Source: an optimization exercise on an open RTL-to-GDS flow (aim: small area). Production flows keep margins and buffers that such runs may drop. The RTL was checked by simulation tests, not by an equivalence proof against the original design.

## qam_transmitter
module qam_transmitter (
    input clk,
    input reset,
    input [1:0] syms_in_i,
    input [1:0] syms_in_q,
    output sym_ready,
    output signed [17:0] transmitter_out
);
For scale: roughly 3,300 cells after synthesis, about 25 I/O pins, ~33,000 um^2 of cells after synthesis.
export LEC_CHECK = 0
export ABC_AREA = 1
export CAP_MARGIN = 20
export CELL_PAD_IN_SITES_DETAIL_PLACEMENT = 1
export CELL_PAD_IN_SITES_GLOBAL_PLACEMENT = 2
export CORE_MARGIN = 2
export CORE_UTILIZATION = 40
export CTS_BUF_LIST = sky130_fd_sc_hd__clkbuf_4 sky130_fd_sc_hd__clkbuf_8
export CTS_CLUSTER_DIAMETER = 70
export CTS_CLUSTER_SIZE = 14
export GPL_ROUTABILITY_DRIVEN = 1
export GPL_TIMING_DRIVEN = 0
export SETUP_SLACK_MARGIN = -0.5
export SLEW_MARGIN = 20
export SYNTH_HIERARCHICAL = 1
export SYNTH_MINIMUM_KEEP_SIZE = 0
create_clock -name core_clock -period 16.0 [get_ports {clk}]
standard.sh (not shown) runs the stock make flow with config.mk's settings and CLKGATE_MAP_FILE= SYNTH_SCRIPT=/design/flow/synth_recipe.tcl, a recipe that flattens the netlist after the stock synthesis.
==> flow/flow/run.sh <==
#!/bin/bash
# Layout flow: the standard flow (standard.sh), with two changes:
#  - synthesis maps logic with an area-only ABC script (flow/abc_area.script)
#    instead of ORFS's abc_area.script; every other ORFS script is used
#    unchanged from a copy of $FLOW_HOME/scripts;
#  - clock tree synthesis runs without dummy loads.
# Each tool's output goes to standard.log (and ORFS's own logs under orfs/).
set -euo pipefail
rm -rf scripts
cp -r "$FLOW_HOME/scripts" scripts
cp flow/abc_area.script scripts/abc_area.script
CTS="-sink_clustering_enable -repair_clock_nets -sink_clustering_size 14 -sink_clustering_max_diameter 70 -buf_list {sky130_fd_sc_hd__clkbuf_4 sky130_fd_sc_hd__clkbuf_8} -dont_use_dummy_load"
bash standard.sh "SCRIPTS_DIR=$PWD/scripts" "CTS_ARGS=$CTS" finish > standard.log 2>&1
==> flow/flow/abc_area.script <==
strash
dch
map -a -B 0
topo
dnsize -c
The baseline ran to the end with violations: setup timing.
Next try:
--- a/flow/flow/run.sh
+++ b/flow/flow/run.sh
@@ -12,2 +12,2 @@
 CTS="-sink_clustering_enable -repair_clock_nets -sink_clustering_size 14 -sink_clustering_max_diameter 70 -buf_list {sky130_fd_sc_hd__clkbuf_4 sky130_fd_sc_hd__clkbuf_8} -dont_use_dummy_load"
-bash standard.sh "SCRIPTS_DIR=$PWD/scripts" "CTS_ARGS=$CTS" finish > standard.log 2>&1
+bash standard.sh "SCRIPTS_DIR=$PWD/scripts" "CTS_ARGS=$CTS" REMOVE_ABC_BUFFERS=1 finish > standard.log 2>&1
--- a/flow/config.mk
+++ b/flow/config.mk
@@ -18,3 +18,2 @@
 export GPL_TIMING_DRIVEN = 0
-export SETUP_SLACK_MARGIN = -0.5
 export SLEW_MARGIN = 20
Result:
- This time the run passed the timing, design-rule and antenna checks
- fmax went up by 3.7%
- via count barely changes
- global-route usage went down by 0.31 points
- worst hold slack is worse by 0.023 ns
- routed wire length went down by 0.65%
- worst setup slack is better by 0.57 ns
Next try:
--- a/flow/flow/run.sh
+++ b/flow/flow/run.sh
@@ -11,3 +11,3 @@
 cp flow/abc_area.script scripts/abc_area.script
-CTS="-sink_clustering_enable -repair_clock_nets -sink_clustering_size 14 -sink_clustering_max_diameter 70 -buf_list {sky130_fd_sc_hd__clkbuf_4 sky130_fd_sc_hd__clkbuf_8} -dont_use_dummy_load"
-bash standard.sh "SCRIPTS_DIR=$PWD/scripts" "CTS_ARGS=$CTS" REMOVE_ABC_BUFFERS=1 finish > standard.log 2>&1
+CTS="-sink_clustering_enable -repair_clock_nets -sink_clustering_size 18 -sink_clustering_max_diameter 90 -buf_list {sky130_fd_sc_hd__clkbuf_4 sky130_fd_sc_hd__clkbuf_8} -dont_use_dummy_load"
+bash standard.sh "SCRIPTS_DIR=$PWD/scripts" "CTS_ARGS=$CTS" REMOVE_ABC_BUFFERS=1 "BUFFER_PORTS_ARGS=-buffer_cell sky130_fd_sc_hd__buf_1" finish > standard.log 2>&1
Outcome: The new run ran to the end with no violations; register-to-register slack is better by 0.02 ns; hold slack improves by 0.066 ns; non-clock buffer count is higher by 1; critical path depth decreases by 1; wire length went up by about 2.2%; flip-flop and latch count does not change.
Next try:
--- a/flow/flow/run.sh
+++ b/flow/flow/run.sh
@@ -11,3 +11,3 @@
 cp flow/abc_area.script scripts/abc_area.script
-CTS="-sink_clustering_enable -repair_clock_nets -sink_clustering_size 18 -sink_clustering_max_diameter 90 -buf_list {sky130_fd_sc_hd__clkbuf_4 sky130_fd_sc_hd__clkbuf_8} -dont_use_dummy_load"
-bash standard.sh "SCRIPTS_DIR=$PWD/scripts" "CTS_ARGS=$CTS" REMOVE_ABC_BUFFERS=1 "BUFFER_PORTS_ARGS=-buffer_cell sky130_fd_sc_hd__buf_1" finish > standard.log 2>&1
+CTS="-sink_clustering_enable -repair_clock_nets -sink_clustering_size 14 -sink_clustering_max_diameter 70 -buf_list {sky130_fd_sc_hd__clkbuf_4 sky130_fd_sc_hd__clkbuf_8} -dont_use_dummy_load"
+bash standard.sh "SCRIPTS_DIR=$PWD/scripts" "CTS_ARGS=$CTS" finish > standard.log 2>&1
Synthesized area stays the same.
Routed wire length falls by about 1.4%.
Design area rises by 0.92%.
Non-clock buffer count falls by 3.
First-iteration DRC count rises by 9.0%.

==> separate check: timing with driven ports <==
The results above use ideal ports. As a check the final layouts listed here were re-extracted and re-timed, cells and wires unchanged. Step 1 (the two cells are an assumption about what drives the block):
set clk [get_ports {clk}]
set_driving_cell -lib_cell sky130_fd_sc_hd__clkbuf_16 $clk
set_driving_cell -lib_cell sky130_fd_sc_hd__buf_2 [delete_from_list [all_inputs] $clk]
Step 2 moves the port delays by t, midway between the first and last clock arrival at a register: inputs arrive t later, outputs are due t later. That takes back most of the time a late clock gives input paths. Slacks: no drivers / after step 1 / after step 2; pairs: no drivers / after step 1.
| run | t (ns) | setup WS [ns] | hold WS [ns] | worst data-port slew with drivers (ns) | cell pins on the clock port's net |
|---|---|---|---|---|---|
| the first run | 0.722 | -0.096 / -0.096 / -0.096 | 0.352 / 0.352 / 0.352 | 0.04 | 1 |
| the second run | 0.724 | 0.475 / 0.475 / 0.475 | 0.329 / 0.329 / 0.329 | 0.03 | 1 |
| the third run | 0.764 | 0.500 / 0.500 / 0.500 | 0.396 / 0.396 / 0.396 | 0.03 | 1 |
| the fourth run | 0.676 | 0.538 / 0.538 / 0.538 | 0.365 / 0.365 / 0.365 | 0.03 | 1 |
